Source: an optimization exercise on an open RTL-to-GDS flow (aim: small area). Production flows keep margins and buffers that such runs may drop.
Function was checked by simulation only, so behaviour that the tests miss may differ from the original. No driver is modelled on the clock port, so clocking that relies on it looks cheaper here than on a real chip.

--- design/flow/flow/run.sh ---
#!/bin/bash
# The standard layout, with two changes: clock tree synthesis adds no dummy
# loads, and the port buffers are the smallest buffer.
set -euo pipefail
export CTS_ARGS="-sink_clustering_enable -repair_clock_nets -sink_clustering_size 36 -sink_clustering_max_diameter 60 -dont_use_dummy_load"
export BUFFER_PORTS_ARGS="-buffer_cell sky130_fd_sc_hd__buf_1"
bash ./standard.sh > standard.log 2>&1
--- design/flow/standard.sh ---
#!/bin/bash
# synth_recipe.tcl (not shown) runs the flow's synth.tcl, then flattens the netlist and writes it again
# the make line also repeats each setting of config.mk as NAME=value (left out here)
make -C /OpenROAD-flow-scripts/flow DESIGN_CONFIG=/design/flow/config.mk WORK_HOME=/design/flow/orfs CLKGATE_MAP_FILE= SYNTH_SCRIPT=/design/flow/synth_recipe.tcl "${@:-finish}"
--- design/flow/config.mk ---
export PLATFORM = sky130hd
export DESIGN_NAME = layer_1
export DESIGN_NICKNAME = layer_1
export VERILOG_FILES = /design/flow/design.v
export SDC_FILE = /design/flow/constraint.sdc
export NUM_CORES = 4
export LEC_CHECK = 0
export CAP_MARGIN = 20
export CORE_MARGIN = 2
export CORE_UTILIZATION = 40
export CTS_CLUSTER_DIAMETER = 100
export CTS_CLUSTER_SIZE = 30
export PLACE_DENSITY = 0.85
export SLEW_MARGIN = 20
export SYNTH_HIERARCHICAL = 1
export SYNTH_MINIMUM_KEEP_SIZE = 0
--- design/flow/constraint.sdc ---
create_clock -name core_clock -period 12.0 [get_ports {clk}]
set_input_delay 2.4000 -clock core_clock [delete_from_list [all_inputs] [get_ports {clk}]]
set_output_delay 2.4000 -clock core_clock [all_outputs]
set_load 0.01 [all_outputs]
--- design/flow/design.v ---
module layer_1(
  input clk,
  input reset,
  input in_valid,
  input [7:0] pxl_in,
  output [8:0] pool_out,
  output out_valid
);
  reg [7:0] pd;
  reg ivd;
  always @(posedge clk) begin
    pd <= pxl_in;
    ivd <= in_valid;
  end
  reg [1023:0] ch;
  always @(posedge clk)
    if (ivd) ch <= {ch[1015:0], pd};
  reg [4:0] row, col;
  always @(posedge clk or posedge reset)
    if (reset) begin
      row <= 5'd0; col <= 5'd0;
    end else if (in_valid) begin
      col <= col + 5'd1;
      if (col == 5'd31) row <= row + 5'd1;
    end
  reg v0, v1, vo;
  reg xo0, yo0, xo1, yo1;
  always @(posedge clk or posedge reset)
    if (reset) begin
      v0 <= 1'b0; v1 <= 1'b0; vo <= 1'b0;
    end else begin
      v0 <= in_valid && row >= 5'd4 && col >= 5'd4;
      v1 <= v0;
      vo <= v1 && xo1 && yo1;
    end
  always @(posedge clk) begin
    xo0 <= col[0]; yo0 <= row[0];
    xo1 <= xo0; yo1 <= yo0;
  end
  reg [14:0] a1;
  reg [16:0] a2, a3;
  reg [17:0] a4;
  reg [3:0] nzh;
  wire nz_col = (|ch[1023:1016]) | (|ch[767:760]) | (|ch[511:504]) | (|ch[255:248]) | (|pd[7:0]);
  wire nz = (|nzh) | (|ch[767:760]) | (|ch[511:504]) | (|ch[255:248]);
  wire n1 = ~ch[760];
  wire n2 = ~ch[761];
  wire n3 = ~ch[762];
  wire n4 = ~ch[763];
  wire n5 = ~ch[764];
  wire n6 = ~ch[765];
  wire n7 = ~ch[766];
  wire n8 = ~ch[767];
  wire n9 = ~ch[504];
  wire n10 = ~ch[505];
  wire n11 = ~ch[506];
  wire n12 = ~ch[507];
  wire n13 = ~ch[508];
  wire n14 = ~ch[509];
  wire n15 = ~ch[510];
  wire n16 = ~ch[511];
  wire n17 = ch[1019] ^ ch[1017];
  wire n18 = ch[1019] & ch[1017];
  wire n19s, n19c;
  fadd un19 (ch[1020], ch[1018], n4, n19s, n19c);
  wire n20s, n20c;
  fadd un20 (ch[1021], ch[1019], n5, n20s, n20c);
  wire n21 = ch[760] ^ n15;
  wire n22 = ch[760] & n15;
  wire n23s, n23c;
  fadd un23 (ch[1022], ch[1020], n6, n23s, n23c);
  wire n24s, n24c;
  fadd un24 (ch[761], n16, n14, n24s, n24c);
  wire n25s, n25c;
  fadd un25 (ch[1023], ch[1021], n7, n25s, n25c);
  wire n26s, n26c;
  fadd un26 (ch[1022], n8, ch[763], n26s, n26c);
  wire n27s, n27c;
  fadd un27 (ch[1018], ch[1016], n2, n27s, n27c);
  wire n28s, n28c;
  fadd un28 (n17, n3, n13, n28s, n28c);
  wire n29s, n29c;
  fadd un29 (n11, ch[504], ch[248], n29s, n29c);
  wire n30s, n30c;
  fadd un30 (n18, n19s, n14, n30s, n30c);
  wire n31s, n31c;
  fadd un31 (n12, ch[505], ch[249], n31s, n31c);
  wire n32 = pd[5] ^ pd[3];
  wire n33 = pd[5] & pd[3];
  wire n34s, n34c;
  fadd un34 (n19c, n20s, n21, n34s, n34c);
  wire n35s, n35c;
  fadd un35 (n13, ch[506], ch[250], n35s, n35c);
  wire n36s, n36c;
  fadd un36 (pd[6], pd[4], pd[2], n36s, n36c);
  wire n37s, n37c;
  fadd un37 (n20c, n22, n23s, n37s, n37c);
  wire n38s, n38c;
  fadd un38 (n24s, ch[507], ch[251], n38s, n38c);
  wire n39s, n39c;
  fadd un39 (pd[7], pd[5], pd[3], n39s, n39c);
  wire n40s, n40c;
  fadd un40 (n23c, n24c, n25s, n40s, n40c);
  wire n41s, n41c;
  fadd un41 (n15, ch[508], ch[252], n41s, n41c);
  wire n42s, n42c;
  fadd un42 (pd[6], pd[4], ~ch[762], n42s, n42c);
  wire n43s, n43c;
  fadd un43 (n25c, ch[762], n26s, n43s, n43c);
  wire n44s, n44c;
  fadd un44 (n16, ch[509], ch[253], n44s, n44c);
  wire n45 = ~(pd[7] ^ pd[5]);
  wire n46 = pd[7] | pd[5];
  wire n47s, n47c;
  fadd un47 (n26c, ch[1023], ch[764], n47s, n47c);
  wire n48s, n48c;
  fadd un48 (ch[510], ch[254], pd[6], n48s, n48c);
  wire n49s, n49c;
  fadd un49 (ch[1017], n1, n11, n49s, n49c);
  wire n50s, n50c;
  fadd un50 (n27s, n12, n10, n50s, n50c);
  wire n51s, n51c;
  fadd un51 (n27c, n28s, n29s, n51s, n51c);
  wire n52s, n52c;
  fadd un52 (pd[4], pd[2], pd[0], n52s, n52c);
  wire n53s, n53c;
  fadd un53 (n28c, n29c, n30s, n53s, n53c);
  wire n54s, n54c;
  fadd un54 (n31s, n32, pd[1], n54s, n54c);
  wire n55s, n55c;
  fadd un55 (n30c, n31c, n33, n55s, n55c);
  wire n56s, n56c;
  fadd un56 (n34s, n35s, n36s, n56s, n56c);
  wire n57s, n57c;
  fadd un57 (n34c, n35c, n36c, n57s, n57c);
  wire n58s, n58c;
  fadd un58 (n37s, n38s, n39s, n58s, n58c);
  wire n59s, n59c;
  fadd un59 (n37c, n38c, n39c, n59s, n59c);
  wire n60s, n60c;
  fadd un60 (n40s, n41s, n42s, n60s, n60c);
  wire n61s, n61c;
  fadd un61 (n40c, n41c, n42c, n61s, n61c);
  wire n62s, n62c;
  fadd un62 (n43s, n44s, n45, n62s, n62c);
  wire n63s, n63c;
  fadd un63 (n43c, n44c, n46, n63s, n63c);
  wire n64 = ~(n47s ^ n48s);
  wire n65 = n47s | n48s;
  wire n66s, n66c;
  fadd un66 (n47c, n48c, ch[765], n66s, n66c);
  wire n67s, n67c;
  fadd un67 (ch[511], ch[255], pd[7], n67s, n67c);
  wire n68 = n49s ^ n9;
  wire n69 = n49s & n9;
  wire n70s, n70c;
  fadd un70 (n49c, n50s, pd[1], n70s, n70c);
  wire n71s, n71c;
  fadd un71 (n50c, pd[3], n51s, n71s, n71c);
  wire n72s, n72c;
  fadd un72 (n51c, n52c, n53s, n72s, n72c);
  wire n73s, n73c;
  fadd un73 (n53c, n54c, n55s, n73s, n73c);
  wire n74s, n74c;
  fadd un74 (n55c, n56c, n57s, n74s, n74c);
  wire n75s, n75c;
  fadd un75 (n57c, n58c, n59s, n75s, n75c);
  wire n76s, n76c;
  fadd un76 (n59c, n60c, n61s, n76s, n76c);
  wire n77s, n77c;
  fadd un77 (n61c, n62c, n63s, n77s, n77c);
  wire n78s, n78c;
  fadd un78 (n63c, n65, n66s, n78s, n78c);
  wire n79s, n79c;
  fadd un79 (n66c, n67c, ch[766], n79s, n79c);
  wire n80s, n80c;
  fadd un80 (ch[1016], n10, pd[1], n80s, n80c);
  wire n81s, n81c;
  fadd un81 (n68, pd[2], pd[0], n81s, n81c);
  wire n82s, n82c;
  fadd un82 (n69, n70s, ~pd[3], n82s, n82c);
  wire n83s, n83c;
  fadd un83 (n70c, n71s, n52s, n83s, n83c);
  wire n84s, n84c;
  fadd un84 (n71c, n72s, n54s, n84s, n84c);
  wire n85s, n85c;
  fadd un85 (n72c, n73s, n56s, n85s, n85c);
  wire n86s, n86c;
  fadd un86 (n73c, n74s, n58s, n86s, n86c);
  wire n87s, n87c;
  fadd un87 (n74c, n75s, n60s, n87s, n87c);
  wire n88s, n88c;
  fadd un88 (n75c, n76s, n62s, n88s, n88c);
  wire n89s, n89c;
  fadd un89 (n76c, n77s, n64, n89s, n89c);
  wire n90s, n90c;
  fadd un90 (n77c, n78s, n67s, n90s, n90c);
  wire n91 = ~(n78c ^ n79s);
  wire n92 = n78c | n79s;
  wire n93 = ~(n79c ^ ch[767]);
  wire n94 = n79c | ch[767];
  wire n95 = ~(n9 ^ pd[0]);
  wire n96 = ~n9 & pd[0];
  wire n97s, n97c;
  fadd un97 (n9, n80s, n96, n97s, n97c);
  wire n98s, n98c;
  fadd un98 (n80c, n81s, n97c, n98s, n98c);
  wire n99s, n99c;
  fadd un99 (n81c, n82s, n98c, n99s, n99c);
  wire n100s, n100c;
  fadd un100 (n82c, n83s, n99c, n100s, n100c);
  wire n101s, n101c;
  fadd un101 (n83c, n84s, n100c, n101s, n101c);
  wire n102s, n102c;
  fadd un102 (n84c, n85s, n101c, n102s, n102c);
  wire n103s, n103c;
  fadd un103 (n85c, n86s, n102c, n103s, n103c);
  wire n104s, n104c;
  fadd un104 (n86c, n87s, n103c, n104s, n104c);
  wire n105s, n105c;
  fadd un105 (n87c, n88s, n104c, n105s, n105c);
  wire n106s, n106c;
  fadd un106 (n88c, n89s, n105c, n106s, n106c);
  wire n107s, n107c;
  fadd un107 (n89c, n90s, n106c, n107s, n107c);
  wire n108s, n108c;
  fadd un108 (n90c, n91, n107c, n108s, n108c);
  wire n109s, n109c;
  fadd un109 (n92, n93, n108c, n109s, n109c);
  wire n110 = n94 ^ n109c;
  wire [14:0] base = {n110, n109s, n108s, n107s, n106s, n105s, n104s, n103s, n102s, n101s, n100s, n99s, n98s, n97s, n95};
  wire n111 = ch[1018] ^ ch[1016];
  wire n112 = ch[1018] & ch[1016];
  wire n113s, n113c;
  fadd un113 (ch[1019], ch[1017], ch[763], n113s, n113c);
  wire n114s, n114c;
  fadd un114 (ch[1020], ch[1018], ch[764], n114s, n114c);
  wire n115s, n115c;
  fadd un115 (ch[1021], ch[1019], ch[765], n115s, n115c);
  wire n116s, n116c;
  fadd un116 (ch[1022], ch[1020], ch[766], n116s, n116c);
  wire n117 = ch[1016] ^ ch[760];
  wire n118 = ch[1016] & ch[760];
  wire n119s, n119c;
  fadd un119 (ch[1017], ch[761], ch[506], n119s, n119c);
  wire n120s, n120c;
  fadd un120 (n111, ch[762], ch[760], n120s, n120c);
  wire n121 = ch[507] ^ ch[251];
  wire n122 = ch[507] & ch[251];
  wire n123s, n123c;
  fadd un123 (n112, n113s, ch[761], n123s, n123c);
  wire n124s, n124c;
  fadd un124 (ch[508], ch[252], pd[4], n124s, n124c);
  wire n125s, n125c;
  fadd un125 (n113c, n114s, ch[762], n125s, n125c);
  wire n126s, n126c;
  fadd un126 (ch[509], ch[253], pd[5], n126s, n126c);
  wire n127s, n127c;
  fadd un127 (n114c, n115s, ch[763], n127s, n127c);
  wire n128s, n128c;
  fadd un128 (ch[510], ch[254], pd[6], n128s, n128c);
  wire n129s, n129c;
  fadd un129 (n115c, n116s, ch[764], n129s, n129c);
  wire n130s, n130c;
  fadd un130 (ch[511], ch[255], pd[7], n130s, n130c);
  wire n131s, n131c;
  fadd un131 (n116c, ch[1023], ch[1021], n131s, n131c);
  wire n132 = ch[767] ^ ch[765];
  wire n133 = ch[767] & ch[765];
  wire n134 = n117 ^ ch[505];
  wire n135 = n117 & ch[505];
  wire n136s, n136c;
  fadd un136 (n118, n119s, ch[250], n136s, n136c);
  wire n137s, n137c;
  fadd un137 (n119c, n120s, n121, n137s, n137c);
  wire n138s, n138c;
  fadd un138 (n120c, n122, n123s, n138s, n138c);
  wire n139s, n139c;
  fadd un139 (n123c, n124c, n125s, n139s, n139c);
  wire n140s, n140c;
  fadd un140 (n125c, n126c, n127s, n140s, n140c);
  wire n141s, n141c;
  fadd un141 (n127c, n128c, n129s, n141s, n141c);
  wire n142s, n142c;
  fadd un142 (n129c, n130c, n131s, n142s, n142c);
  wire n143s, n143c;
  fadd un143 (n131c, n133, ch[1022], n143s, n143c);
  wire n144 = ch[504] ^ ch[248];
  wire n145 = ch[504] & ch[248];
  wire n146s, n146c;
  fadd un146 (n134, ch[249], pd[1], n146s, n146c);
  wire n147s, n147c;
  fadd un147 (n135, n136s, pd[2], n147s, n147c);
  wire n148s, n148c;
  fadd un148 (n136c, n137s, pd[3], n148s, n148c);
  wire n149s, n149c;
  fadd un149 (n137c, n138s, n124s, n149s, n149c);
  wire n150s, n150c;
  fadd un150 (n138c, n139s, n126s, n150s, n150c);
  wire n151s, n151c;
  fadd un151 (n139c, n140s, n128s, n151s, n151c);
  wire n152s, n152c;
  fadd un152 (n140c, n141s, n130s, n152s, n152c);
  wire n153s, n153c;
  fadd un153 (n141c, n142s, n132, n153s, n153c);
  wire n154s, n154c;
  fadd un154 (n142c, n143s, ch[766], n154s, n154c);
  wire n155s, n155c;
  fadd un155 (n143c, ch[1023], ch[767], n155s, n155c);
  wire n156 = n144 ^ pd[0];
  wire n157 = n144 & pd[0];
  wire n158s, n158c;
  fadd un158 (n145, n146s, n157, n158s, n158c);
  wire n159s, n159c;
  fadd un159 (n146c, n147s, n158c, n159s, n159c);
  wire n160s, n160c;
  fadd un160 (n147c, n148s, n159c, n160s, n160c);
  wire n161s, n161c;
  fadd un161 (n148c, n149s, n160c, n161s, n161c);
  wire n162s, n162c;
  fadd un162 (n149c, n150s, n161c, n162s, n162c);
  wire n163s, n163c;
  fadd un163 (n150c, n151s, n162c, n163s, n163c);
  wire n164s, n164c;
  fadd un164 (n151c, n152s, n163c, n164s, n164c);
  wire n165s, n165c;
  fadd un165 (n152c, n153s, n164c, n165s, n165c);
  wire n166s, n166c;
  fadd un166 (n153c, n154s, n165c, n166s, n166c);
  wire n167s, n167c;
  fadd un167 (n154c, n155s, n166c, n167s, n167c);
  wire n168 = n155c ^ n167c;
  wire n169 = n155c & n167c;
  wire [12:0] dsum = {n169, n168, n167s, n166s, n165s, n164s, n163s, n162s, n161s, n160s, n159s, n158s, n156};
  wire n170 = dsum[1] ^ dsum[0];
  wire n171 = dsum[1] & dsum[0];
  wire n172s, n172c;
  fadd un172 (dsum[2], dsum[1], n171, n172s, n172c);
  wire n173s, n173c;
  fadd un173 (dsum[3], dsum[2], n172c, n173s, n173c);
  wire n174s, n174c;
  fadd un174 (dsum[4], dsum[3], n173c, n174s, n174c);
  wire n175s, n175c;
  fadd un175 (dsum[5], dsum[4], n174c, n175s, n175c);
  wire n176s, n176c;
  fadd un176 (dsum[6], dsum[5], n175c, n176s, n176c);
  wire n177s, n177c;
  fadd un177 (dsum[7], dsum[6], n176c, n177s, n177c);
  wire n178s, n178c;
  fadd un178 (dsum[8], dsum[7], n177c, n178s, n178c);
  wire n179s, n179c;
  fadd un179 (dsum[9], dsum[8], n178c, n179s, n179c);
  wire n180s, n180c;
  fadd un180 (dsum[10], dsum[9], n179c, n180s, n180c);
  wire n181s, n181c;
  fadd un181 (dsum[11], dsum[10], n180c, n181s, n181c);
  wire n182s, n182c;
  fadd un182 (dsum[12], dsum[11], n181c, n182s, n182c);
  wire n183 = dsum[12] ^ n182c;
  wire n184 = dsum[12] & n182c;
  wire [14:0] d3 = {n184, n183, n182s, n181s, n180s, n179s, n178s, n177s, n176s, n175s, n174s, n173s, n172s, n170, dsum[0]};
  wire n185 = a1[0] ^ base[0];
  wire n186 = a1[0] & base[0];
  wire n187s, n187c;
  fadd un187 (a1[1], base[1], dsum[1], n187s, n187c);
  wire n188s, n188c;
  fadd un188 (a1[2], base[2], dsum[2], n188s, n188c);
  wire n189s, n189c;
  fadd un189 (a1[3], base[3], dsum[3], n189s, n189c);
  wire n190s, n190c;
  fadd un190 (a1[4], base[4], dsum[4], n190s, n190c);
  wire n191s, n191c;
  fadd un191 (a1[5], base[5], dsum[5], n191s, n191c);
  wire n192s, n192c;
  fadd un192 (a1[6], base[6], dsum[6], n192s, n192c);
  wire n193s, n193c;
  fadd un193 (a1[7], base[7], dsum[7], n193s, n193c);
  wire n194s, n194c;
  fadd un194 (a1[8], base[8], dsum[8], n194s, n194c);
  wire n195s, n195c;
  fadd un195 (a1[9], base[9], dsum[9], n195s, n195c);
  wire n196s, n196c;
  fadd un196 (a1[10], base[10], dsum[10], n196s, n196c);
  wire n197s, n197c;
  fadd un197 (a1[11], base[11], dsum[11], n197s, n197c);
  wire n198s, n198c;
  fadd un198 (a1[12], base[12], dsum[12], n198s, n198c);
  wire n199 = a1[13] ^ base[13];
  wire n200 = a1[13] & base[13];
  wire n201 = a1[14] ^ base[14];
  wire n202 = ~(a1[14] | base[14]);
  wire n203 = n185 ^ dsum[0];
  wire n204 = n185 & dsum[0];
  wire n205s, n205c;
  fadd un205 (n186, n187s, n204, n205s, n205c);
  wire n206s, n206c;
  fadd un206 (n187c, n188s, n205c, n206s, n206c);
  wire n207s, n207c;
  fadd un207 (n188c, n189s, n206c, n207s, n207c);
  wire n208s, n208c;
  fadd un208 (n189c, n190s, n207c, n208s, n208c);
  wire n209s, n209c;
  fadd un209 (n190c, n191s, n208c, n209s, n209c);
  wire n210s, n210c;
  fadd un210 (n191c, n192s, n209c, n210s, n210c);
  wire n211s, n211c;
  fadd un211 (n192c, n193s, n210c, n211s, n211c);
  wire n212s, n212c;
  fadd un212 (n193c, n194s, n211c, n212s, n212c);
  wire n213s, n213c;
  fadd un213 (n194c, n195s, n212c, n213s, n213c);
  wire n214s, n214c;
  fadd un214 (n195c, n196s, n213c, n214s, n214c);
  wire n215s, n215c;
  fadd un215 (n196c, n197s, n214c, n215s, n215c);
  wire n216s, n216c;
  fadd un216 (n197c, n198s, n215c, n216s, n216c);
  wire n217s, n217c;
  fadd un217 (n198c, n199, n216c, n217s, n217c);
  wire n218s, n218c;
  fadd un218 (n200, n201, n217c, n218s, n218c);
  wire n219 = n202 ^ n218c;
  wire n220 = n202 & n218c;
  wire n221 = a2[1] ^ base[1];
  wire n222 = a2[1] & base[1];
  wire n223s, n223c;
  fadd un223 (a2[2], base[2], dsum[1], n223s, n223c);
  wire n224s, n224c;
  fadd un224 (a2[3], base[3], dsum[2], n224s, n224c);
  wire n225s, n225c;
  fadd un225 (a2[4], base[4], dsum[3], n225s, n225c);
  wire n226s, n226c;
  fadd un226 (a2[5], base[5], dsum[4], n226s, n226c);
  wire n227s, n227c;
  fadd un227 (a2[6], base[6], dsum[5], n227s, n227c);
  wire n228s, n228c;
  fadd un228 (a2[7], base[7], dsum[6], n228s, n228c);
  wire n229s, n229c;
  fadd un229 (a2[8], base[8], dsum[7], n229s, n229c);
  wire n230s, n230c;
  fadd un230 (a2[9], base[9], dsum[8], n230s, n230c);
  wire n231s, n231c;
  fadd un231 (a2[10], base[10], dsum[9], n231s, n231c);
  wire n232s, n232c;
  fadd un232 (a2[11], base[11], dsum[10], n232s, n232c);
  wire n233s, n233c;
  fadd un233 (a2[12], base[12], dsum[11], n233s, n233c);
  wire n234s, n234c;
  fadd un234 (a2[13], base[13], dsum[12], n234s, n234c);
  wire n235 = ~(a2[14] ^ base[14]);
  wire n236 = a2[14] & ~base[14];
  wire n237 = a2[0] ^ base[0];
  wire n238 = a2[0] & base[0];
  wire n239s, n239c;
  fadd un239 (n221, dsum[0], n238, n239s, n239c);
  wire n240s, n240c;
  fadd un240 (n222, n223s, n239c, n240s, n240c);
  wire n241s, n241c;
  fadd un241 (n223c, n224s, n240c, n241s, n241c);
  wire n242s, n242c;
  fadd un242 (n224c, n225s, n241c, n242s, n242c);
  wire n243s, n243c;
  fadd un243 (n225c, n226s, n242c, n243s, n243c);
  wire n244s, n244c;
  fadd un244 (n226c, n227s, n243c, n244s, n244c);
  wire n245s, n245c;
  fadd un245 (n227c, n228s, n244c, n245s, n245c);
  wire n246s, n246c;
  fadd un246 (n228c, n229s, n245c, n246s, n246c);
  wire n247s, n247c;
  fadd un247 (n229c, n230s, n246c, n247s, n247c);
  wire n248s, n248c;
  fadd un248 (n230c, n231s, n247c, n248s, n248c);
  wire n249s, n249c;
  fadd un249 (n231c, n232s, n248c, n249s, n249c);
  wire n250s, n250c;
  fadd un250 (n232c, n233s, n249c, n250s, n250c);
  wire n251s, n251c;
  fadd un251 (n233c, n234s, n250c, n251s, n251c);
  wire n252s, n252c;
  fadd un252 (n234c, n235, n251c, n252s, n252c);
  wire n253s, n253c;
  fadd un253 (n236, a2[15], n252c, n253s, n253c);
  wire n254 = a2[16] ^ n253c;
  wire n255 = a3[0] ^ base[0];
  wire n256 = a3[0] & base[0];
  wire n257s, n257c;
  fadd un257 (a3[1], base[1], d3[1], n257s, n257c);
  wire n258s, n258c;
  fadd un258 (a3[2], base[2], d3[2], n258s, n258c);
  wire n259s, n259c;
  fadd un259 (a3[3], base[3], d3[3], n259s, n259c);
  wire n260s, n260c;
  fadd un260 (a3[4], base[4], d3[4], n260s, n260c);
  wire n261s, n261c;
  fadd un261 (a3[5], base[5], d3[5], n261s, n261c);
  wire n262s, n262c;
  fadd un262 (a3[6], base[6], d3[6], n262s, n262c);
  wire n263s, n263c;
  fadd un263 (a3[7], base[7], d3[7], n263s, n263c);
  wire n264s, n264c;
  fadd un264 (a3[8], base[8], d3[8], n264s, n264c);
  wire n265s, n265c;
  fadd un265 (a3[9], base[9], d3[9], n265s, n265c);
  wire n266s, n266c;
  fadd un266 (a3[10], base[10], d3[10], n266s, n266c);
  wire n267s, n267c;
  fadd un267 (a3[11], base[11], d3[11], n267s, n267c);
  wire n268s, n268c;
  fadd un268 (a3[12], base[12], d3[12], n268s, n268c);
  wire n269s, n269c;
  fadd un269 (a3[13], base[13], d3[13], n269s, n269c);
  wire n270s, n270c;
  fadd un270 (a3[14], d3[14], ~base[14], n270s, n270c);
  wire n271 = n255 ^ d3[0];
  wire n272 = n255 & d3[0];
  wire n273s, n273c;
  fadd un273 (n256, n257s, n272, n273s, n273c);
  wire n274s, n274c;
  fadd un274 (n257c, n258s, n273c, n274s, n274c);
  wire n275s, n275c;
  fadd un275 (n258c, n259s, n274c, n275s, n275c);
  wire n276s, n276c;
  fadd un276 (n259c, n260s, n275c, n276s, n276c);
  wire n277s, n277c;
  fadd un277 (n260c, n261s, n276c, n277s, n277c);
  wire n278s, n278c;
  fadd un278 (n261c, n262s, n277c, n278s, n278c);
  wire n279s, n279c;
  fadd un279 (n262c, n263s, n278c, n279s, n279c);
  wire n280s, n280c;
  fadd un280 (n263c, n264s, n279c, n280s, n280c);
  wire n281s, n281c;
  fadd un281 (n264c, n265s, n280c, n281s, n281c);
  wire n282s, n282c;
  fadd un282 (n265c, n266s, n281c, n282s, n282c);
  wire n283s, n283c;
  fadd un283 (n266c, n267s, n282c, n283s, n283c);
  wire n284s, n284c;
  fadd un284 (n267c, n268s, n283c, n284s, n284c);
  wire n285s, n285c;
  fadd un285 (n268c, n269s, n284c, n285s, n285c);
  wire n286s, n286c;
  fadd un286 (n269c, n270s, n285c, n286s, n286c);
  wire n287s, n287c;
  fadd un287 (n270c, a3[15], n286c, n287s, n287c);
  wire n288 = a3[16] ^ n287c;
  wire n289 = a3[16] & n287c;
  wire n290s, n290c;
  fadd un290 (a4[7], base[7], dsum[5], n290s, n290c);
  wire n291s, n291c;
  fadd un291 (a4[8], base[8], dsum[6], n291s, n291c);
  wire n292s, n292c;
  fadd un292 (a4[9], base[9], dsum[7], n292s, n292c);
  wire n293s, n293c;
  fadd un293 (a4[10], base[10], dsum[8], n293s, n293c);
  wire n294 = a4[3] ^ base[3];
  wire n295 = a4[3] & base[3];
  wire n296s, n296c;
  fadd un296 (a4[4], base[4], dsum[2], n296s, n296c);
  wire n297s, n297c;
  fadd un297 (a4[5], base[5], dsum[3], n297s, n297c);
  wire n298 = n5 ^ ch[762];
  wire n299 = n5 & ch[762];
  wire n300s, n300c;
  fadd un300 (a4[6], base[6], dsum[4], n300s, n300c);
  wire n301s, n301c;
  fadd un301 (n6, ch[763], ch[761], n301s, n301c);
  wire n302s, n302c;
  fadd un302 (n290s, n7, ch[764], n302s, n302c);
  wire n303 = ~(ch[762] ^ n1);
  wire n304 = ch[762] | n1;
  wire n305s, n305c;
  fadd un305 (n290c, n291s, n8, n305s, n305c);
  wire n306s, n306c;
  fadd un306 (ch[765], ch[763], n2, n306s, n306c);
  wire n307s, n307c;
  fadd un307 (n291c, n292s, ch[766], n307s, n307c);
  wire n308 = ~(ch[764] ^ n3);
  wire n309 = ch[764] | n3;
  wire n310s, n310c;
  fadd un310 (n292c, n293s, ch[767], n310s, n310c);
  wire n311 = ~(ch[765] ^ n4);
  wire n312 = ch[765] | n4;
  wire n313s, n313c;
  fadd un313 (n293c, base[11], dsum[9], n313s, n313c);
  wire n314s, n314c;
  fadd un314 (ch[766], n5, ~a4[11], n314s, n314c);
  wire n315s, n315c;
  fadd un315 (a4[11], base[12], dsum[10], n315s, n315c);
  wire n316s, n316c;
  fadd un316 (ch[767], n6, ~a4[12], n316s, n316c);
  wire n317s, n317c;
  fadd un317 (a4[12], a4[13], base[13], n317s, n317c);
  wire n318 = ~(dsum[11] ^ n7);
  wire n319 = dsum[11] | n7;
  wire n320s, n320c;
  fadd un320 (a4[14], dsum[12], n8, n320s, n320c);
  wire n321 = a4[1] ^ base[1];
  wire n322 = a4[1] & base[1];
  wire n323s, n323c;
  fadd un323 (a4[2], base[2], dsum[0], n323s, n323c);
  wire n324s, n324c;
  fadd un324 (n294, dsum[1], n3, n324s, n324c);
  wire n325s, n325c;
  fadd un325 (n295, n296s, n4, n325s, n325c);
  wire n326s, n326c;
  fadd un326 (n296c, n297s, n298, n326s, n326c);
  wire n327s, n327c;
  fadd un327 (n297c, n299, n300s, n327s, n327c);
  wire n328s, n328c;
  fadd un328 (n300c, n301c, n302s, n328s, n328c);
  wire n329s, n329c;
  fadd un329 (n302c, n304, n305s, n329s, n329c);
  wire n330s, n330c;
  fadd un330 (n305c, n306c, n307s, n330s, n330c);
  wire n331s, n331c;
  fadd un331 (n307c, n309, n310s, n331s, n331c);
  wire n332s, n332c;
  fadd un332 (n310c, n312, n313s, n332s, n332c);
  wire n333s, n333c;
  fadd un333 (n313c, n314c, n315s, n333s, n333c);
  wire n334s, n334c;
  fadd un334 (n315c, n316c, n317s, n334s, n334c);
  wire n335s, n335c;
  fadd un335 (n317c, n319, n320s, n335s, n335c);
  wire n336 = n320c ^ a4[15];
  wire n337 = n320c & a4[15];
  wire n338 = a4[0] ^ nz;
  wire n339 = ~(a4[0] | nz);
  wire n340s, n340c;
  fadd un340 (a4[0], n321, n1, n340s, n340c);
  wire n341s, n341c;
  fadd un341 (n322, n323s, n2, n341s, n341c);
  wire n342s, n342c;
  fadd un342 (n323c, n324s, ch[760], n342s, n342c);
  wire n343s, n343c;
  fadd un343 (n324c, n325s, ch[761], n343s, n343c);
  wire n344s, n344c;
  fadd un344 (n325c, n326s, ch[760], n344s, n344c);
  wire n345s, n345c;
  fadd un345 (n326c, n327s, n301s, n345s, n345c);
  wire n346s, n346c;
  fadd un346 (n327c, n328s, n303, n346s, n346c);
  wire n347s, n347c;
  fadd un347 (n328c, n329s, n306s, n347s, n347c);
  wire n348s, n348c;
  fadd un348 (n329c, n330s, n308, n348s, n348c);
  wire n349s, n349c;
  fadd un349 (n330c, n331s, n311, n349s, n349c);
  wire n350s, n350c;
  fadd un350 (n331c, n332s, n314s, n350s, n350c);
  wire n351s, n351c;
  fadd un351 (n332c, n333s, n316s, n351s, n351c);
  wire n352s, n352c;
  fadd un352 (n333c, n334s, n318, n352s, n352c);
  wire n353s, n353c;
  fadd un353 (n334c, n335s, base[14], n353s, n353c);
  wire n354s, n354c;
  fadd un354 (n335c, n336, ~base[14], n354s, n354c);
  wire n355 = ~(n337 ^ a4[16]);
  wire n356 = n337 | a4[16];
  wire n357 = n338 ^ base[0];
  wire n358 = n338 & base[0];
  wire n359s, n359c;
  fadd un359 (n339, n340s, n358, n359s, n359c);
  wire n360s, n360c;
  fadd un360 (n340c, n341s, n359c, n360s, n360c);
  wire n361s, n361c;
  fadd un361 (n341c, n342s, n360c, n361s, n361c);
  wire n362s, n362c;
  fadd un362 (n342c, n343s, n361c, n362s, n362c);
  wire n363s, n363c;
  fadd un363 (n343c, n344s, n362c, n363s, n363c);
  wire n364s, n364c;
  fadd un364 (n344c, n345s, n363c, n364s, n364c);
  wire n365s, n365c;
  fadd un365 (n345c, n346s, n364c, n365s, n365c);
  wire n366s, n366c;
  fadd un366 (n346c, n347s, n365c, n366s, n366c);
  wire n367s, n367c;
  fadd un367 (n347c, n348s, n366c, n367s, n367c);
  wire n368s, n368c;
  fadd un368 (n348c, n349s, n367c, n368s, n368c);
  wire n369s, n369c;
  fadd un369 (n349c, n350s, n368c, n369s, n369c);
  wire n370s, n370c;
  fadd un370 (n350c, n351s, n369c, n370s, n370c);
  wire n371s, n371c;
  fadd un371 (n351c, n352s, n370c, n371s, n371c);
  wire n372s, n372c;
  fadd un372 (n352c, n353s, n371c, n372s, n372c);
  wire n373s, n373c;
  fadd un373 (n353c, n354s, n372c, n373s, n373c);
  wire n374s, n374c;
  fadd un374 (n354c, n355, n373c, n374s, n374c);
  wire n375 = n356 ^ a4[17] ^ n374c;
  wire [14:0] a1_n = {base[14], base[13], base[12], base[11], base[10], base[9], base[8], base[7], base[6], base[5], base[4], base[3], base[2], base[1], base[0]};
  wire [16:0] a2_n = {n220, n219, n218s, n217s, n216s, n215s, n214s, n213s, n212s, n211s, n210s, n209s, n208s, n207s, n206s, n205s, n203};
  wire [16:0] a3_n = {n254, n253s, n252s, n251s, n250s, n249s, n248s, n247s, n246s, n245s, n244s, n243s, n242s, n241s, n240s, n239s, n237};
  wire [17:0] a4_n = {n289, n288, n287s, n286s, n285s, n284s, n283s, n282s, n281s, n280s, n279s, n278s, n277s, n276s, n275s, n274s, n273s, n271};
  wire [17:0] a_sum = {n375, n374s, n373s, n372s, n371s, n370s, n369s, n368s, n367s, n366s, n365s, n364s, n363s, n362s, n361s, n360s, n359s, n357};
  wire n376 = ~a_r[15];
  wire n377 = ~a_r[16];
  wire n378 = ~a_r[12];
  wire n379 = ~a_r[13];
  wire n380 = ~a_r[14];
  wire n381 = ~a_r[10];
  wire n382 = ~a_r[11];
  wire n383 = n376 ^ n378;
  wire n384 = n376 & n378;
  wire n385s, n385c;
  fadd un385 (n377, n379, n382, n385s, n385c);
  wire n386s, n386c;
  fadd un386 (n380, n378, a_r[7], n386s, n386c);
  wire n387 = a_r[4] ^ a_r[2];
  wire n388 = a_r[4] & a_r[2];
  wire n389s, n389c;
  fadd un389 (a_r[17], n379, a_r[8], n389s, n389c);
  wire n390s, n390c;
  fadd un390 (a_r[5], a_r[3], ~n376, n390s, n390c);
  wire n391s, n391c;
  fadd un391 (n376, n380, a_r[9], n391s, n391c);
  wire n392s, n392c;
  fadd un392 (a_r[6], a_r[4], ~n377, n392s, n392c);
  wire n393s, n393c;
  fadd un393 (n377, n376, a_r[10], n393s, n393c);
  wire n394s, n394c;
  fadd un394 (a_r[7], a_r[5], ~a_r[17], n394s, n394c);
  wire n395s, n395c;
  fadd un395 (a_r[17], n377, a_r[11], n395s, n395c);
  wire n396 = a_r[8] ^ a_r[6];
  wire n397 = a_r[8] & a_r[6];
  wire n398s, n398c;
  fadd un398 (a_r[17], a_r[12], a_r[9], n398s, n398c);
  wire n399 = a_r[13] ^ a_r[10];
  wire n400 = a_r[13] & a_r[10];
  wire n401 = n383 ^ n381;
  wire n402 = n383 & n381;
  wire n403s, n403c;
  fadd un403 (n384, n385s, a_r[6], n403s, n403c);
  wire n404s, n404c;
  fadd un404 (n385c, n386s, n387, n404s, n404c);
  wire n405s, n405c;
  fadd un405 (n386c, n388, n389s, n405s, n405c);
  wire n406s, n406c;
  fadd un406 (n389c, n390c, n391s, n406s, n406c);
  wire n407s, n407c;
  fadd un407 (n391c, n392c, n393s, n407s, n407c);
  wire n408s, n408c;
  fadd un408 (n393c, n394c, n395s, n408s, n408c);
  wire n409s, n409c;
  fadd un409 (n395c, n397, n398s, n409s, n409c);
  wire n410s, n410c;
  fadd un410 (n398c, a_r[7], n399, n410s, n410c);
  wire n411s, n411c;
  fadd un411 (n400, a_r[11], a_r[9], n411s, n411c);
  wire n412s, n412c;
  fadd un412 (a_r[14], a_r[12], a_r[10], n412s, n412c);
  wire n413s, n413c;
  fadd un413 (a_r[15], a_r[13], a_r[11], n413s, n413c);
  wire n414s, n414c;
  fadd un414 (a_r[16], a_r[12], ~a_r[14], n414s, n414c);
  wire n415s, n415c;
  fadd un415 (a_r[14], a_r[15], a_r[13], n415s, n415c);
  wire n416 = n401 ^ a_r[5];
  wire n417 = n401 & a_r[5];
  wire n418s, n418c;
  fadd un418 (n402, n403s, a_r[3], n418s, n418c);
  wire n419s, n419c;
  fadd un419 (n403c, n404s, ~a_r[17], n419s, n419c);
  wire n420s, n420c;
  fadd un420 (n404c, n405s, n390s, n420s, n420c);
  wire n421s, n421c;
  fadd un421 (n405c, n406s, n392s, n421s, n421c);
  wire n422s, n422c;
  fadd un422 (n406c, n407s, n394s, n422s, n422c);
  wire n423s, n423c;
  fadd un423 (n407c, n408s, n396, n423s, n423c);
  wire n424s, n424c;
  fadd un424 (n408c, n409s, ~a_r[7], n424s, n424c);
  wire n425s, n425c;
  fadd un425 (n409c, n410s, a_r[8], n425s, n425c);
  wire n426s, n426c;
  fadd un426 (n410c, n411s, ~a_r[14], n426s, n426c);
  wire n427s, n427c;
  fadd un427 (n411c, n412s, ~a_r[15], n427s, n427c);
  wire n428s, n428c;
  fadd un428 (n412c, n413s, ~a_r[16], n428s, n428c);
  wire n429s, n429c;
  fadd un429 (n413c, n414s, ~a_r[17], n429s, n429c);
  wire n430 = ~(n414c ^ n415s);
  wire n431 = n414c | n415s;
  wire n432s, n432c;
  fadd un432 (n415c, a_r[14], ~a_r[16], n432s, n432c);
  wire n433s, n433c;
  fadd un433 (~a_r[16], a_r[15], a_r[17], n433s, n433c);
  wire n434 = n416 ^ a_r[2];
  wire n435 = n416 & a_r[2];
  wire n436s, n436c;
  fadd un436 (n417, n418s, n435, n436s, n436c);
  wire n437s, n437c;
  fadd un437 (n418c, n419s, n436c, n437s, n437c);
  wire n438s, n438c;
  fadd un438 (n419c, n420s, n437c, n438s, n438c);
  wire n439s, n439c;
  fadd un439 (n420c, n421s, n438c, n439s, n439c);
  wire n440s, n440c;
  fadd un440 (n421c, n422s, n439c, n440s, n440c);
  wire n441s, n441c;
  fadd un441 (n422c, n423s, n440c, n441s, n441c);
  wire n442s, n442c;
  fadd un442 (n423c, n424s, n441c, n442s, n442c);
  wire n443s, n443c;
  fadd un443 (n424c, n425s, n442c, n443s, n443c);
  wire n444s, n444c;
  fadd un444 (n425c, n426s, n443c, n444s, n444c);
  wire n445s, n445c;
  fadd un445 (n426c, n427s, n444c, n445s, n445c);
  wire n446s, n446c;
  fadd un446 (n427c, n428s, n445c, n446s, n446c);
  wire n447s, n447c;
  fadd un447 (n428c, n429s, n446c, n447s, n447c);
  wire n448s, n448c;
  fadd un448 (n429c, n430, n447c, n448s, n448c);
  wire n449s, n449c;
  fadd un449 (n431, n432s, n448c, n449s, n449c);
  wire n450 = n432c ^ n433s ^ n449c;
  wire [28:0] prod = {n450, n449s, n448s, n447s, n446s, n445s, n444s, n443s, n442s, n441s, n440s, n439s, n438s, n437s, n436s, n434, 1'b0, 1'b0, 1'b0, 1'b0, 1'b0, 1'b0, 1'b0, 1'b0, 1'b0, 1'b0, 1'b0, 1'b0, 1'b0};
  always @(posedge clk)
    if (ivd) begin
      a1 <= a1_n; a2 <= a2_n; a3 <= a3_n; a4 <= a4_n;
      nzh <= {nzh[2:0], nz_col};
    end
  reg [17:0] a_r;
  always @(posedge clk)
    a_r <= a_sum;
  wire [8:0] c9 = {~prod[28], prod[27], prod[26], prod[25], prod[24], prod[23], prod[22], prod[21], prod[20]};
  reg [7:0] hm;
  reg [111:0] pb;
  wire [7:0] other = xo1 ? hm : (yo1 ? pb[111:104] : 8'd0);
  wire [7:0] res = (c9[8] || c9[7:0] < other) ? other : c9[7:0];
  always @(posedge clk) begin
    if (v1 && !xo1) hm <= res;
    if (v1 && xo1) pb <= {pb[103:0], res};
  end
  assign pool_out = {1'b0, pb[7:0]};
  assign out_valid = vo;
endmodule
module fadd(input a, input b, input c, output s, output co);
  assign s = a ^ b ^ c;
  assign co = (a & b) | (a & c) | (b & c);
endmodule
==> results of run 1 <==
per-module statistics from Yosys (local to each module, per instance):
module   cells inside  flops+latches  area [um^2]
layer_1          1482           1257        39050
fadd                1              0        20.02
registers in the layout (all words and copies together), names as in the netlist:
name,cells
a4,18
nzh,4
vo,1
hm,8
yo0,1
a_r,16
xo0,1
v1,1
ivd,1
pb,112
col,5
a3,17
a2,17
xo1,1
pd,8
row,5
v0,1
yo1,1
a1,15
ch,1024
metrics by stage:
stage / area (um^2) / util, % / instances / worst slack, ns / hold slack, ns
floorplan: 45560 / - / 1807 / 1.005 / 0.3096
global placement: 47570 / 42.17 / 3329 / 0.7307 / 0.3183
detailed placement: 47570 / 42.17 / 3329 / 0.6034 / 0.3193
CTS: 49320 / 43.72 / 3399 / 0.5792 / 0.3047
global route: 49330 / 43.73 / 3399 / 0.2559 / 0.3122
finish: 49330 / 43.73 / 3400 / 0.6975 / 0.3073
cells in the mapped netlist, drive strengths merged, types with 2 or more instances:
master	n	area [um^2]
nor3	2	10.01
a22oi	6	45.04
a21oi	2	21.27
mux2i	7	70.07
dfxtp	29	580.6
nand2	7	26.28
nand4	5	31.28
xnor2	10	87.58
mux2	2	26.27
o21ai	4	20.02
nor2b	2	12.51
nor2	5	18.77
clkbuf	3	11.26
ha	58	725.7
and2	4	25.02
buf	9	67.56
inv	73	274.0
edfxtp	1215	36480
dfrtp	13	325.3
xor2	3	26.28
and3	2	12.51
fa	325	6506
nor4	10	62.56
how the worst min path moves through the flow:
| stage | slack [ns] | to | startpoint | cells after the start |
|---|---|---|---|---|
| global placement | 0.32 | yo1 | yo0 | 0 |
| detailed placement | 0.32 | xo1 | xo0 | 0 |
| floorplan | 0.31 | xo1 | xo0 | 0 |
| finish | 0.31 | xo1 | xo0 | 0 |
| CTS | 0.30 | xo1 | xo0 | 0 |
| global route | 0.31 | xo1 | xo0 | 0 |
final cells by class:
class / instances / area (um^2)
inverter: 73 / 274.0
fill: 9090 / 63470
antenna: 1 / 2.502
sequential: 1257 / 37390
clock buffer: 70 / 1752
tap: 1500 / 1877
timing repair buffer: 34 / 216.5
multi-input combinational: 465 / 7818
routing by layer:
layer,share of wire [%],up-vias
met5,0,-
met4,2.3,0
met3,3.8,101
met2,48,265
met1,46,8451
li1,-,6905
cells by family (layout without fill, tap and decap cells):
logic type	Yosys count	count (layout)	synth area share, %
buf+inv	85	177	0.7745
fa+ha+maj	383	383	15.87
compound gates	19	19	0.3241
mux	9	9	0.2115
simple gates	40	40	0.4861
xor+xnor	13	13	0.2499
flops	1257	1257	82.07
other cells	1	2	0.008231
worst register-to-register path, cell delays in order (launching register included):
cell,delay [ns]
edfxtp_1,0.52
fa_1,0.54
fa_1,0.58
fa_1,0.45
fa_1,0.49
fa_1,0.43
fa_1,0.40
fa_1,0.39
fa_1,0.43
fa_1,0.70
fa_1,0.51
fa_1,0.57
fa_1,0.44
fa_1,0.50
fa_1,0.43
fa_1,0.39
fa_1,0.40
fa_1,0.40
fa_1,0.39
fa_1,0.38
fa_1,0.39
fa_1,0.38
fa_1,0.40
fa_1,0.39
xor2_1,0.16
xnor2_1,0.12
==> out/qor.yml, run 1 <==
clkLatencyLatePin_ns: 0.63
fp.dieH_um: 341.5
synth_cell_type_count: 36
max_freq_ghz: 0.08848
finalMaxSlewViolations: 0
wire_per_inst_um: 17.93
drv_cap: 0
startpoint: "ch[1016]"
netlist_instances: 1807
grt_use_met3_pct: 1.800
boundaryPins: 21
port_buffers: 19
seq_area_frac_synth_pct: 82.07
cts_resized: 0
fin_crit_sh_pct: 94.19
status: "timing/DRC/antenna clean"
grt-ovfl-total: 0
cp_max_fo: 5
critical_path.slowest_cell: "fa_1"
grt_pass1_wl_mm: 96.56
start_util_pct: 40.39
setup_violations: 0
r2r_setup_slack_ns: 0.70
cts_root_buf: "clkbuf_16"
clock_sinks: 1257
synth_nets: 2201
slowest_delay_ns: 0.70
grtUsageMet1_pct: 15.37
layout_commonest_cell: "edfxtp_1"
antenna_found_initial: 3
criticalPathCategory: "register to register"
drive_gt1_share_pct: 4.792
rsz0062_at_grt: "false"
skew_ns: 0.07037
dpl.hpwl_mm: 36.91
required_ns: 12.46
timing.rr.start: "ch[1016]"
hold_class: "register to register"
drtAntennaViolNets: 0
slew-limit-headroom_pct: 28.41
drc_errors: 0
area_growth_pct: 8.286
period_needed_ns: 11.30
vias: 15720
syn_area_um2: 45560
crit_buf_inv: 0
yosys_most_used_dff: "edfxtp_1"
drtIter0Drc: 1289
grt_max_degree: 182
gr-max-usage-layer: "met2"
use_met2_pct: 16.72
hold_violations: 0
critPathCaptureType: "register"
fp.coreArea_um2: 112800
reg2reg_depth: 25
vias_per_cell: 4.624
layout_common_cells: "1215 x edfxtp_1, 325 x fa_1, 73 x inv_1, 70 x clkbuf_16, 58 x ha_1"
cts_tree: "done"
synth_seq_cells: 1257
die_x_um: 341.5
detail_route.wirelength_mm: 60.95
path_depth: 25
die_area_um2: 116600
final_nets: 2295
fin_setup_tns_ns: 0
cpMostUsedCell: "fa_1"
clkTransAtPathRegs_ns: 0.10
ys.warnings.count: 7
crit_end: "a_r[17]"
cts-buffers-inserted: 70
drtPass1Iterations: 5
synth_edf_count: 1215
avgSynthCellArea_um2: 25.21
htreeDepth: 3
async_reset_ff_share_pct: 1.034
tightest_slew_ns: 1.074
globalplace.congestion: 0.8158
crit_family: "adder cells"
crit_path_start_kind: "register"
r2r_end: "a_r[17]"
cp_data_arrival_time_ns: 11.76
cts_hold_buf: 0
grt_pass1_vias: 16710
rows: 123
gr-usage-all-layers_pct: 10.65
postCtsSetupBuffers: 0
cts.path.max_buffers: 3
==> inputs of run 2 (changes only) <==
==> design/flow/flow/run.sh (replaced) <==
#!/bin/bash
# The standard layout, with two changes: clock tree synthesis adds no dummy
# loads, and the port buffers are the smallest buffer.
set -euo pipefail
export CTS_ARGS="-sink_clustering_enable -repair_clock_nets -sink_clustering_size 33 -sink_clustering_max_diameter 100 -dont_use_dummy_load"
export BUFFER_PORTS_ARGS="-buffer_cell sky130_fd_sc_hd__buf_1"
bash ./standard.sh > standard.log 2>&1
--- a/design/flow/config.mk
+++ b/design/flow/config.mk
@@ -11,5 +11,4 @@
 export CTS_CLUSTER_DIAMETER = 100
 export CTS_CLUSTER_SIZE = 30
-export PLACE_DENSITY = 0.85
 export SLEW_MARGIN = 20
 export SYNTH_HIERARCHICAL = 1
==> run 2 against run 1 <==
Effect of this change: via count down 2.3%; synthesized area unchanged; critical path depth unchanged; setup slack better by 0.011 ns; worst hold slack better by 0.033 ns; count of clock-buffer cells in the layout down 24; synthesized cell count unchanged; critical path type unchanged; highest routed layer unchanged.
==> out/qor.yml, run 2 <==
synth_common_cells: "1215 x edfxtp_1, 325 x fa_1, 73 x inv_1, 58 x ha_1, 29 x dfxtp_1"
detail_route.wirelength_mm: 59.78  # -1.9%
htreeDepth: 2  # -1
drt-met1-wl_mm: 29.10  # +3.5%
slew-limit-headroom_pct: 27.40  # -1.0 points
yosys_most_used_dff: "edfxtp_1"
fin_crit_sh_pct: 94.10  # about the same
drv_cap: 0  # unchanged
place_ws_ns: 0.6184  # +0.01496 ns
port_buffers: 19  # unchanged
criticalPathCategory: "register to register"
status: "timing/DRC/antenna clean"
syn_area_um2: 45560  # unchanged
critical_path.slowest_cell: "fa_1"
drtPass1Iterations: 4  # -1
hold_class: "register to register"
final_nets: 2271  # -1.0%
vias: 15360  # -2.3%
fin_cells: 3375  # -0.74%
setup_violations: 0  # unchanged
cpMostUsedCell: "fa_1"
ys.warnings.count: 7  # unchanged
grt_pass1_wl_mm: 96.61  # about the same
layout_common_cells: "1215 x edfxtp_1, 325 x fa_1, 73 x inv_1, 58 x ha_1, 46 x clkbuf_16"
dp_cells: 3328  # -0.030%
clkTransAtPathRegs_ns: 0.12  # +0.02 ns
met3WireLength_mm: 2.327  # +0.43%
synth.most_common_cell: "edfxtp_1"
seq_area_frac_synth_pct: 82.07  # unchanged
cts-buffers-inserted: 46  # -34%
rows: 123  # unchanged
die_x_um: 341.5  # unchanged
fin_util_pct: 43.22  # -0.51 points
synth_cell_type_count: 36  # unchanged
synth_seq_cells: 1257  # unchanged
cp_data_arrival_time_ns: 11.79  # +0.03 ns
drive_gt1_share_pct: 3.573  # -1.2 points
slowest_delay_ns: 0.70  # about the same
synth_edf_count: 1215  # unchanged
required_ns: 12.50  # +0.04 ns
placed_area_um2: 47580  # about the same
dpl.hpwl_mm: 36.50  # -1.1%
grt_pass1_vias: 16330  # -2.3%
insertedDiodeCount: 0  # -1
reg.largest.list: "ch: 1024 flops, pb: 112 flops, a4: 18 flops"
top_layer_used: "met4"
fin_setup_tns_ns: 0  # unchanged
largest_register_ffs: 1024  # unchanged
globalplace.congestion: 0.7949  # -2.6%
cts_tree: "done"
async_reset_ff_share_pct: 1.034  # unchanged
synth_top_area_share_pct: 80.08  # unchanged
synth_nets: 2201  # unchanged
vias_per_cell: 4.550  # -1.6%
period_needed_ns: 11.29  # -0.01102 ns
crit_path_start_kind: "register"
clock_sinks: 1257  # unchanged
avgSynthCellArea_um2: 25.21  # unchanged
cts_hold_buf: 0  # unchanged
cts_root_buf: "clkbuf_16"
hold_violations: 0  # unchanged
clkLatencyLatePin_ns: 0.67  # +0.04 ns
antenna_found_initial: 3  # unchanged
boundaryPins: 21  # unchanged
skew_ns: 0.1157  # +0.04538 ns
grt_max_degree: 225  # +24%
critPathCaptureType: "register"
hold_slack_ns: 0.3407  # +0.03347 ns
postCtsSetupBuffers: 0  # unchanged
grt-ovfl-total: 0  # unchanged
cts_resized: 0  # unchanged
layout_commonest_cell: "edfxtp_1"
die_area_um2: 116600  # unchanged
drc_errors: 0  # unchanged
gr-usage-all-layers_pct: 10.57  # -0.083 points
max_freq_ghz: 0.08856  # about the same
start_util_pct: 40.39  # unchanged
wl_met2_mm: 27.25  # -6.5%
finalInstanceArea_um2: 48760  # -1.2%
wire_per_inst_um: 17.71  # -1.2%
fp.coreArea_um2: 112800  # unchanged
top_register: "ch"
layout_setup_ws_ns: 0.7086  # +0.01102 ns
rsz0062_at_grt: "false"
synth_area_leaders: "edfxtp_1 80%, fa_1 14%, ha_1 1.6%"
tightest_slew_ns: 1.089  # +0.01504 ns
drtAntennaViolNets: 0  # unchanged
finalMaxSlewViolations: 0  # unchanged
area_growth_pct: 7.017
cts.path.max_buffers: 3  # unchanged
drtIter0Drc: 1295  # +0.47%
cp_max_fo: 5  # unchanged
fp.dieH_um: 341.5  # unchanged
netlist_instances: 1807  # unchanged
synth_top_area_cell: "edfxtp_1"
-- run 2: cell counts after synthesis --
No cell type changed its count.
-- run 2: critical path: cells and delay by family, from the launching register on --
| family | cells | cell delay (ns) |
|---|---|---|
| flops | 1 | 0.56 |
| fa+ha+maj | 23 | 10.33 |
| xor+xnor | 2 | 0.28 |
-- run 2: final timing paths --
path	cells past startpoint	slack (ns)	from	endpoint
worst min-delay path	0	0.34	yo0	yo1
min in group asynchronous	2	1.82	reset	vo
worst max-delay path	25	0.71	ch[1018]	a_r[17]
worst max register to register	25	0.71	ch[1018]	a_r[17]
worst min register to register	0	0.34	yo0	yo1
max in group asynchronous	2	9.84	reset	col[4]
-- run 2: layout make-up --
type                       count  area, um^2
multi-input combinational    465        7818
inverter                      73       274.0
sequential                  1257       37390
tap                         1500        1877
timing repair buffer          34       241.5
fill                        9419       64050
clock buffer                  46        1151
-- run 2: modules after synthesis (local to each module, per instance) --
| module | cell area [um^2] | flops+latches |
|---|---|---|
| layer_1 | 39050 | 1257 |
| fadd | 20.02 | 0 |
-- run 2: cell families after synthesis --
group                    synth area share (%)
XOR/XNOR                               0.2499
adder cells (fa/ha/maj)                 15.87
other                                0.008231
buffers and inverters                  0.7745
AND/OR/NAND/NOR                        0.4861
AO/OA/AOI/OAI                          0.3241
multiplexers                           0.2115
flip-flops                              82.07
-- run 2: routing by layer --
layer	global-route usage, %	vias up
met5	0	-
met4	2.405	0
met3	1.944	64
met2	15.70	144
met1	16.31	8299
li1	-	6850
==> inputs of run 3 (changes only) <==
==> design/flow/flow/run.sh (replaced) <==
#!/bin/bash
# The standard layout, with two changes: clock tree synthesis adds no dummy
# loads, and the port buffers are the smallest buffer.
set -euo pipefail
export CTS_ARGS="-sink_clustering_enable -repair_clock_nets -sink_clustering_size 30 -sink_clustering_max_diameter 100 -dont_use_dummy_load"
export BUFFER_PORTS_ARGS="-buffer_cell sky130_fd_sc_hd__buf_1"
bash ./standard.sh > standard.log 2>&1
==> run 3 against run 2 <==
Effect of this change: worst hold slack worse by 0.026 ns; sequential cell count unchanged; critical path depth unchanged; via count rose by 0.18%; register-to-register slack improved by 0.04 ns; first-iteration DRC count increased by 15%; synthesized cell count did not move; still clean on timing, DRC and antenna.
==> out/qor.yml, run 3 <==
cts.path.max_buffers: 3  # unchanged
cp_max_fo: 5  # unchanged
synth_top_family_by_area: "adder cells"
startpoint: "ch[1018]"
dpl.hpwl_mm: 36.50  # unchanged
detail_route.wirelength_mm: 60.30  # +0.88%
layout_common_cells: "1215 x edfxtp_1, 325 x fa_1, 73 x inv_1, 58 x ha_1, 50 x clkbuf_16"
cts-buffers-inserted: 50  # +8.7%
synth_compound_area_share_pct: 0.3241  # unchanged
synth_cell_type_count: 36  # unchanged
criticalPathCategory: "register to register"
finalMaxSlewViolations: 0  # unchanged
tightest_slew_ns: 1.082  # -0.006900 ns
fp.coreArea_um2: 112800  # unchanged
top_register: "ch"
reg2reg_depth: 25  # unchanged
gr-usage-all-layers_pct: 10.67  # +0.10 points
drtPass1Iterations: 4  # unchanged
async_reset_ff_share_pct: 1.034  # unchanged
rsz0062_at_grt: "false"
drtAntennaViolNets: 0  # unchanged
period_needed_ns: 11.25  # -0.03817 ns
synth_nets: 2201  # unchanged
grtUsageMet1_pct: 16.32  # about the same
cp_data_arrival_time_ns: 11.82  # +0.03 ns
required_ns: 12.57  # +0.07 ns
rows: 123  # unchanged
fin_setup_tns_ns: 0  # unchanged
timing.rr.start: "ch[1018]"
grt-ovfl-total: 0  # unchanged
grt_use_met3_pct: 2.250  # +0.31 points
drive_gt1_share_pct: 3.779  # +0.21 points
slew-limit-headroom_pct: 27.86  # +0.46 points
postCtsSetupBuffers: 0  # unchanged
start_util_pct: 40.39  # unchanged
clkLatencyLatePin_ns: 0.67  # about the same
synth_fa_ha_area_share_pct: 15.87  # unchanged
yosys_most_used_dff: "edfxtp_1"
layout_commonest_cell: "edfxtp_1"
antenna_found_initial: 3  # unchanged
hold_class: "register to register"
crit_path_start_kind: "register"
area_growth_pct: 7.237
drc_errors: 0  # unchanged
synthSimpleGateAreaFrac_pct: 0.4861  # unchanged
grt_max_degree: 225  # unchanged
vias: 15390  # +0.18%
synth_seq_cells: 1257  # unchanged
fp.dieH_um: 341.5  # unchanged
r2r_setup_slack_ns: 0.75  # +0.04 ns
synth_top_area_cell: "edfxtp_1"
boundaryPins: 21  # unchanged
die_x_um: 341.5  # unchanged
synth_edf_count: 1215  # unchanged
clkTransAtPathRegs_ns: 0.12  # about the same
status: "timing/DRC/antenna clean"
cts_resized: 0  # unchanged
cts_root_buf: "clkbuf_16"
hold_slack_ns: 0.3150  # -0.02573 ns
ys.warnings.count: 7  # unchanged
crit_buf_inv: 0  # unchanged
reg.largest.list: "ch: 1024 flops, pb: 112 flops, a4: 18 flops"
slowest_delay_ns: 0.70  # about the same
crit_end: "a_r[17]"
wire_per_inst_um: 17.85  # +0.76%
cts_hold_buf: 0  # unchanged
drtIter0Drc: 1492  # +15%
cpMostUsedCell: "fa_1"
synth_area_leaders: "edfxtp_1 80%, fa_1 14%, ha_1 1.6%"
drv_cap: 0  # unchanged
synth_mux_area_share_pct: 0.2115  # unchanged
grt_pass1_wl_mm: 97.05  # +0.45%
synth_top_area_share_pct: 80.08  # unchanged
max_freq_ghz: 0.08886  # +0.34%
critical_path.slowest_cell: "fa_1"
synth_common_cells: "1215 x edfxtp_1, 325 x fa_1, 73 x inv_1, 58 x ha_1, 29 x dfxtp_1"
clock_sinks: 1257  # unchanged
insertedDiodeCount: 0  # unchanged
syn_area_um2: 45560  # unchanged
avgSynthCellArea_um2: 25.21  # unchanged
final_nets: 2275  # +0.18%
path_depth: 25  # unchanged
use_met2_pct: 15.77  # +0.068 points
die_area_um2: 116600  # unchanged
vias_per_cell: 4.553  # about the same
crit_family: "adder cells"
largest_register_ffs: 1024  # unchanged
critPathCaptureType: "register"
port_buffers: 19  # unchanged
r2r_end: "a_r[17]"
fin_crit_sh_pct: 93.78  # -0.32 points
globalplace.congestion: 0.7949  # unchanged
htreeDepth: 2  # unchanged
synthXorXnorAreaFrac_pct: 0.2499  # unchanged
cts_tree: "done"
setup_violations: 0  # unchanged
seq_area_frac_synth_pct: 82.07  # unchanged
gr-max-usage-layer: "met1"
netlist_instances: 1807  # unchanged
synth.most_common_cell: "edfxtp_1"
skew_ns: 0.07319  # -0.04255 ns
hold_violations: 0  # unchanged
grt_pass1_vias: 16370  # +0.24%
==> run 3: cell counts after synthesis <==
No cell type changed its count.
==> run 3: per-module statistics from Yosys (local to each module, per instance) <==
module	cells inside	cell area (um^2)	times used	flops+latches
layer_1	1482	39050	1	1257
fadd	1	20.02	325	0
==> run 3: layer usage <==
metal / share of wire, % / wire length (um)
met5: 0 / 0
met4: 1.8 / 1099
met3: 4.1 / 2480
met2: 45 / 27330
met1: 49 / 29390
==> run 3: cell type report <==
cell class                 instances  area [um^2]
clock buffer                      50         1251
multi-input combinational        465         7818
inverter                          73        274.0
timing repair buffer              34        241.5
fill                            9412        63950
tap                             1500         1877
sequential                      1257        37390
==> run 3: cells by family after synthesis <==
group	count (synthesis)
other cells	1
simple gates	40
xor+xnor	13
mux	9
flops	1257
compound gates	19
buf+inv	85
fa+ha+maj	383
==> run 3: how the worst min path moves through the flow <==
stage / start / endpoint / slack [ns] / cells after the start
3_3_place_gp: yo0 / yo1 / 0.32 / 0
5_1_grt: xo0 / xo1 / 0.32 / 0
2_1_floorplan: xo0 / xo1 / 0.31 / 0
6_report: xo0 / xo1 / 0.32 / 0
4_1_cts: xo0 / xo1 / 0.32 / 0
3_5_place_dp: yo0 / yo1 / 0.32 / 0
==> run 3: through the flow <==
| step | utilization (%) | cell area, um^2 | instances | setup WS [ns] |
|---|---|---|---|---|
| 2_1_floorplan | - | 45560 | 1807 | 1.005 |
| 3_3_place_gp | 42.18 | 47580 | 3328 | 0.6989 |
| 3_5_place_dp | 42.18 | 47580 | 3328 | 0.6184 |
| 4_1_cts | 43.28 | 48830 | 3378 | 0.5968 |
| 5_1_grt | 43.31 | 48860 | 3379 | 0.3561 |
| 6_report | 43.31 | 48860 | 3379 | 0.7467 |

[port drivers added, routing unchanged]
Ports are ideal in the flow. The routed layouts listed here were re-timed in OpenROAD. Step 1 (the two cells are an assumption about what drives the block):
set clk [get_ports {clk}]
set_driving_cell -lib_cell sky130_fd_sc_hd__clkbuf_16 $clk
set_driving_cell -lib_cell sky130_fd_sc_hd__buf_2 [delete_from_list [all_inputs] $clk]
Step 2, shift: input delay + t, output delay - t, t = (earliest + latest rising clock arrival at the registers) / 2. This alone moves slack from input paths to output paths. Three values: ideal, step 1, step 2; two values: the first two.
run	t (ns)	setup slack, ns	worst data-port slew with drivers (ns)	pins driven straight from the clock port
run 1	0.666	0.698 / 0.698 / 0.698	0.11	1
run 2	0.678	0.709 / 0.709 / 0.709	0.06	1
run 3	0.696	0.747 / 0.747 / 0.747	0.06	1
After both steps setup and hold are still met in every run listed.
